This design comes from an exercise in tuning for small area on the open sky130 flow, not from production work. Only simulation tests tie the RTL to the original design; equivalence was not proved. Power figures rest on the tool's default switching activity, not on a simulated workload.

## TL_UART
module TL_UART #(
    parameter [15:0] C_DEFAULT_BAUD_RATE = 16'd868,
    parameter C_DEFAULT_TX_ON = 1,
    parameter C_DEFAULT_RX_ON = 1,
    parameter C_TILELINK_ID_WIDTH = 1
) (
    input  wire                           uart_clock_i,
    input  wire                           uart_reset_i,
    input  wire [                    2:0] uart_a_opcode,
    input  wire [                    2:0] uart_a_param,
    input  wire [                    2:0] uart_a_size,
    input  wire [C_TILELINK_ID_WIDTH-1:0] uart_a_source,
    input  wire [                   11:0] uart_a_address,
    input  wire [                    3:0] uart_a_mask,
    input  wire [                   31:0] uart_a_data,
    input  wire                           uart_a_corrupt,
    input  wire                           uart_a_valid,
    output wire                           uart_a_ready,
    output wire [                    2:0] uart_d_opcode,
    output wire [                    1:0] uart_d_param,
    output wire [                    2:0] uart_d_size,
    output wire [C_TILELINK_ID_WIDTH-1:0] uart_d_source,
    output wire                           uart_d_denied,
    output wire [                   31:0] uart_d_data,
    output wire                           uart_d_corrupt,
    output wire                           uart_d_valid,
  ...
Settings: LEC_CHECK=0, ABC_AREA=1, CAP_MARGIN=20, CORE_MARGIN=2, CORE_UTILIZATION=65, PLACE_DENSITY=0.75, SLEW_MARGIN=20; clock period 8.0 ns.
standard.sh (not shown) runs the stock make flow with config.mk's settings and CLKGATE_MAP_FILE= SYNTH_SCRIPT=/design/flow/synth_recipe.tcl, a recipe that flattens the netlist after the stock synthesis.
==> flow/flow/run.sh <==
#!/bin/bash
# Own layout flow: the standard ORFS flow with three changes.
#  1. Synthesis maps logic with an area-oriented ABC script (flow/abc_area.script,
#     selected by ABC_AREA=1 in config.mk). Everything before ABC, including
#     flip-flop mapping and register names, is the standard synthesis.
#  2. CTS without dummy loads and with larger sink clusters.
#  3. Port buffers use sky130_fd_sc_hd__buf_1.
set -euo pipefail
W="$(cd "$(dirname "${BASH_SOURCE[0]}")/.." && pwd)"
cd "$W"

# ORFS scripts with only the ABC area script replaced, for synthesis
rm -rf "$W/synth_scripts"
cp -r "$FLOW_HOME/scripts" "$W/synth_scripts"
cp "$W/flow/abc_area.script" "$W/synth_scripts/abc_area.script"
SCRIPTS_DIR="$W/synth_scripts" bash standard.sh synth > "$W/synth.log" 2>&1

export CTS_ARGS="-sink_clustering_enable -repair_clock_nets -dont_use_dummy_load -sink_clustering_size 8 -sink_clustering_max_diameter 40 -buf_list sky130_fd_sc_hd__clkbuf_4"
export BUFFER_PORTS_ARGS="-buffer_cell sky130_fd_sc_hd__buf_1"
bash standard.sh > "$W/layout.log" 2>&1
==> flow/flow/abc_area.script <==
&get -n
&st
&deepsyn -T 120
&dch -f
&nf -p -R 1000 -F 10 -A 10 -C 32
&put
topo
Edit:
==> flow/flow/abc_area.script (replaced) <==
&get -n
&st
&syn2
&dch -f
&nf -p -R 1000
&put
topo
Outcome: Die area went up slightly. Clock power barely changes. Cell area climbs slightly. Sequential share of layout area fell by 0.38 points. Via count shrinks slightly. Total power increases by a few percent. Hold slack barely changes.

========
old:
TL_UART, a different RTL version from the one above (not shown whole).
Size: ~1800 cells after synthesis, roughly 730 flip-flops.
Settings: LEC_CHECK=0, ABC_AREA=1, CAP_MARGIN=20, CORE_MARGIN=2, CORE_UTILIZATION=65, PLACE_DENSITY=0.75, SLEW_MARGIN=20; clock period 8.0 ns.
==> flow/flow/run.sh <==
#!/bin/bash
# Own layout flow: the standard ORFS flow with four changes.
#  1. Synthesis maps logic with an area-oriented ABC script (flow/abc_area.script,
#     selected by ABC_AREA=1 in config.mk). Everything before ABC, including
#     flip-flop mapping and register names, is the standard synthesis.
#  2. CTS without dummy loads, with clkbuf_4 buffers and small sink clusters.
#  3. Port buffers use sky130_fd_sc_hd__buf_1.
#  4. Global placement keeps timing-driven net weights but drops the buffers
#     its virtual repair would insert (the design has ample setup slack).
set -euo pipefail
W="$(cd "$(dirname "${BASH_SOURCE[0]}")/.." && pwd)"
cd "$W"

# ORFS scripts with only the ABC area script replaced, for synthesis
rm -rf "$W/synth_scripts"
cp -r "$FLOW_HOME/scripts" "$W/synth_scripts"
cp "$W/flow/abc_area.script" "$W/synth_scripts/abc_area.script"
SCRIPTS_DIR="$W/synth_scripts" bash standard.sh synth > "$W/synth.log" 2>&1

export CTS_ARGS="-sink_clustering_enable -repair_clock_nets -dont_use_dummy_load -sink_clustering_size 10 -sink_clustering_max_diameter 40 -buf_list sky130_fd_sc_hd__clkbuf_4"
export BUFFER_PORTS_ARGS="-buffer_cell sky130_fd_sc_hd__buf_1"
export GPL_KEEP_OVERFLOW=0
bash standard.sh > "$W/layout.log" 2>&1
==> flow/flow/abc_area.script <==
&get -n
&st
&deepsyn -T 150 -S 7
&deepsyn -T 150 -S 3
&dch -f
&nf -p -R 1000 -F 10 -A 10 -C 32
&put
topo
old reached the final stage; the timing, design-rule and antenna checks on its layout passed.
For new, these inputs were changed with respect to old:
-- flow/config.mk --
<<< old, line 11
export CORE_UTILIZATION = 65
export PLACE_DENSITY = 0.75
>>> new, line 11
export CORE_UTILIZATION = 72
export PLACE_DENSITY = 0.9
Notes after the runs:
Cmp new and old / headroom to the max-slew limit / higher: old. Between old and new, the sum of internal, switching and leakage power does not differ in any meaningful way. Higher clock-buffer cell count goes to new over old. On share of cell area taken by multi-input logic gates, new and old are neck and neck. On total stage count of the critical path: new sits above old. Looking at static leakage, new sits 0.034 nW lower than old does. Sequential portion of the cell area, new and old: higher on new.

========
TL_UART, a different RTL version from the one above (not shown whole).
Size: roughly 1,800 cells after synthesis, about 660 flip-flops, roughly 26,000 sq um of cells after synthesis.
export LEC_CHECK = 0
export CAP_MARGIN = 20
export CORE_MARGIN = 2
export CORE_UTILIZATION = 40
export CTS_BUF_LIST = sky130_fd_sc_hd__clkbuf_4
export PLACE_DENSITY = 0.6
export SLEW_MARGIN = 20
create_clock -name core_clock -period 8.0 [get_ports {uart_clock_i}]
run.sh (not shown) runs the stock make flow with config.mk's settings and CLKGATE_MAP_FILE= SYNTH_SCRIPT=/design/flow/synth_recipe.tcl, a recipe that flattens the netlist after the stock synthesis.
Stock flow here: none of the scripts above is used.
The starting point ran to the end with no violations.
Rerun with:
- CTS_BUF_LIST: sky130_fd_sc_hd__clkbuf_4 -> not set
Result: Final area is about the same; via count goes down by 3.9%; hold slack gets better by 0.012 ns.
Rerun with:
- CORE_UTILIZATION: 40 -> 65
- CTS_CLUSTER_DIAMETER: not set -> 70
- CTS_CLUSTER_SIZE: not set -> 25
- PLACE_DENSITY: 0.6 -> 0.75
The new run went through all stages and came out clean.
Synthesized area is unchanged.
Via count is about the same.
Combinational power is about the same.
Cell area falls by 5.0%.
Power is lower by about 15%.
Rerun with:
==> flow/flow/run.sh (new file) <==
#!/bin/bash
# Own layout flow: the standard ORFS flow with three changes.
#  1. Synthesis maps logic with an area-oriented ABC script (flow/abc_area.script,
#     selected by ABC_AREA=1 in config.mk). Everything before ABC, including
#     flip-flop mapping and register names, is the standard synthesis.
#  2. CTS without dummy loads and with larger sink clusters.
#  3. Port buffers use sky130_fd_sc_hd__buf_1.
set -euo pipefail
W="$(cd "$(dirname "${BASH_SOURCE[0]}")/.." && pwd)"
cd "$W"

# ORFS scripts with only the ABC area script replaced, for synthesis
rm -rf "$W/synth_scripts"
cp -r "$FLOW_HOME/scripts" "$W/synth_scripts"
cp "$W/flow/abc_area.script" "$W/synth_scripts/abc_area.script"
SCRIPTS_DIR="$W/synth_scripts" bash standard.sh synth > "$W/synth.log" 2>&1

export CTS_ARGS="-sink_clustering_enable -repair_clock_nets -dont_use_dummy_load -sink_clustering_size 25 -sink_clustering_max_diameter 70"
export BUFFER_PORTS_ARGS="-buffer_cell sky130_fd_sc_hd__buf_1"
bash standard.sh > "$W/layout.log" 2>&1
==> flow/flow/abc_area.script (new file) <==
&get -n
&st
&syn2
&dch -f
&nf -p -R 1000
&put
topo
==> flow/standard.sh (new file) <==
#!/bin/bash
# synth_recipe.tcl (not shown) runs the flow's synth.tcl, then flattens the netlist and writes it again
# the make line also repeats each setting of config.mk as NAME=value (left out here)
make -C /OpenROAD-flow-scripts/flow DESIGN_CONFIG=/design/flow/config.mk WORK_HOME=/design/flow/orfs CLKGATE_MAP_FILE= SYNTH_SCRIPT=/design/flow/synth_recipe.tcl "${@:-finish}"
- ABC_AREA: not set -> 1
- CTS_CLUSTER_DIAMETER: 70 -> not set
- CTS_CLUSTER_SIZE: 25 -> not set
removed: flow/run.sh
The changed run completed without violations.
Critical path depth fell by 1.
Clock skew is higher by 0.033 ns.
Sequential power stays flat.
Die area went down by 3.4%.
Final area decreases by 4.7%.
Register-to-register slack degrades by 0.47 ns.
Worst setup slack is worse by 0.098 ns.

========
## willow
TL_UART, a different RTL version from the one above (not shown whole).
Size: about 110 I/O pins, roughly 0.022 mm^2 of cells after synthesis.
==> flow/config.mk <==
export PLATFORM = sky130hd
export DESIGN_NAME = TL_UART
export DESIGN_NICKNAME = TL_UART
export VERILOG_FILES = /design/flow/design.v
export SDC_FILE = /design/flow/constraint.sdc
export NUM_CORES = 4
export LEC_CHECK = 0
export ABC_AREA = 1
export CAP_MARGIN = 20
export CORE_MARGIN = 2
export CORE_UTILIZATION = 65
export PLACE_DENSITY = 0.75
export SLEW_MARGIN = 20
==> flow/constraint.sdc <==
create_clock -name core_clock -period 8.0 [get_ports {uart_clock_i}]
set_input_delay 1.6000 -clock core_clock [delete_from_list [all_inputs] [get_ports {uart_clock_i}]]
set_output_delay 1.6000 -clock core_clock [all_outputs]
set_load 0.01 [all_outputs]
standard.sh (not shown) runs the stock make flow with config.mk's settings and CLKGATE_MAP_FILE= SYNTH_SCRIPT=/design/flow/synth_recipe.tcl, a recipe that flattens the netlist after the stock synthesis.
==> flow/flow/run.sh <==
#!/bin/bash
# Own layout flow: the standard ORFS flow with four changes.
#  1. Synthesis maps logic with an area-oriented ABC script (flow/abc_area.script,
#     selected by ABC_AREA=1 in config.mk). Everything before ABC, including
#     flip-flop mapping and register names, is the standard synthesis.
#  2. CTS without dummy loads, with clkbuf_4 buffers and small sink clusters.
#  3. Port buffers use sky130_fd_sc_hd__buf_1.
#  4. Global placement keeps timing-driven net weights but drops the buffers
#     its virtual repair would insert (the design has ample setup slack).
set -euo pipefail
W="$(cd "$(dirname "${BASH_SOURCE[0]}")/.." && pwd)"
cd "$W"

# ORFS scripts with only the ABC area script replaced, for synthesis
rm -rf "$W/synth_scripts"
cp -r "$FLOW_HOME/scripts" "$W/synth_scripts"
cp "$W/flow/abc_area.script" "$W/synth_scripts/abc_area.script"
SCRIPTS_DIR="$W/synth_scripts" bash standard.sh synth > "$W/synth.log" 2>&1

export CTS_ARGS="-sink_clustering_enable -repair_clock_nets -dont_use_dummy_load -sink_clustering_size 10 -sink_clustering_max_diameter 40 -buf_list sky130_fd_sc_hd__clkbuf_4"
export BUFFER_PORTS_ARGS="-buffer_cell sky130_fd_sc_hd__buf_1"
export GPL_KEEP_OVERFLOW=0
bash standard.sh > "$W/layout.log" 2>&1
==> flow/flow/abc_area.script <==
&get -n
&st
&deepsyn -T 150 -S 7
&deepsyn -T 150 -S 3
&dch -f
&nf -p -R 1000 -F 10 -A 10 -C 32
&put
topo
willow: no failed stages, no open violations at the end
Setup changes, willow to juniper
# willow
export LEC_CHECK = 0
export ABC_AREA = 1
export CAP_MARGIN = 20
export CORE_MARGIN = 2
export CORE_UTILIZATION = 65
export PLACE_DENSITY = 0.75
export SLEW_MARGIN = 20
create_clock -name core_clock -period 8.0 [get_ports {uart_clock_i}]
# juniper
export LEC_CHECK = 0
export ABC_AREA = 1
export CAP_MARGIN = 20
export CORE_MARGIN = 2
export CORE_UTILIZATION = 72
export PLACE_DENSITY = 0.9
export SLEW_MARGIN = 20
create_clock -name core_clock -period 8.0 [get_ports {uart_clock_i}]
Findings:
- In juniper relative to willow, power density of the placed cells had gone up slightly.
- juniper: final design area excluding fillers is 140 um^2 lower than what willow reported.
- HPWL after detailed placement in juniper vs willow: up about 2.3%
- Taking willow as the reference, in juniper number of signal-net buffers in the layout went down, core utilization of the finished layout picked up an extra 8.0 points, via count of the first global-routing pass climbed 572, multi-input gate share of total cell area went up.
- The run with more routed wire is juniper, not willow.
- From willow to juniper the numbers moved as follows: insertion delay to the later sink of the worst-skew pair increased by 0.03 ns relative to the old numbers, final setup TNS closely matched the old numbers, total inserted antenna cells decreased by 1 relative to the old numbers.

==> port drivers added, routing unchanged <==
The results above use ideal ports. As a check the final layouts listed here were re-extracted and re-timed, cells and wires unchanged. Step 1 sets driving cells, clkbuf_16 on the clock port and buf_2 on the other inputs (assumed; they add their load-dependent delay and slew). Step 2 also shifts input and output timing later by t, the mid clock arrival at the registers, as if the neighbouring blocks saw the same clock. a / b / c = ideal ports / drivers / drivers and shift; a / b = the first two.
| run | t, ns | setup WS [ns] | worst setup path after step 2 | worst register clock-pin slew, ns |
|---|---|---|---|---|
| the first run of note 1 | 0.855 | 2.991 / 3.025 / 2.170 | input to register | 0.10 / 0.10 |
| the second run of note 1 | 0.844 | 3.242 / 3.276 / 2.432 | input to register | 0.10 / 0.10 |
| old | 0.773 | 3.596 / 3.596 / 2.860 | input to register | 0.11 / 0.11 |
| new | 0.792 | 3.431 / 3.459 / 2.666 | input to register | 0.12 / 0.12 |
| the first run of note 3 | 1.077 | 3.582 / 3.582 / 2.557 | input to register | 0.08 / 0.08 |
| the second run of note 3 | 0.669 | 3.077 / 3.109 / 2.440 | input to register | 0.07 / 0.07 |
| the third run of note 3 | 0.624 | 3.142 / 3.177 / 2.553 | input to register | 0.10 / 0.10 |
| the fourth run of note 3 | 0.617 | 3.043 / 3.059 / 2.442 | input to register | 0.10 / 0.10 |
| willow | 0.799 | 3.466 / 3.490 / 2.691 | input to register | 0.11 / 0.11 |
| juniper | 0.771 | 3.337 / 3.361 / 2.590 | input to register | 0.12 / 0.12 |
After both steps every run listed still meets setup and hold. The setup slack of the first run of note 3, which loses most, moves by 0.000 ns with the drivers and by -1.025 ns with both steps.
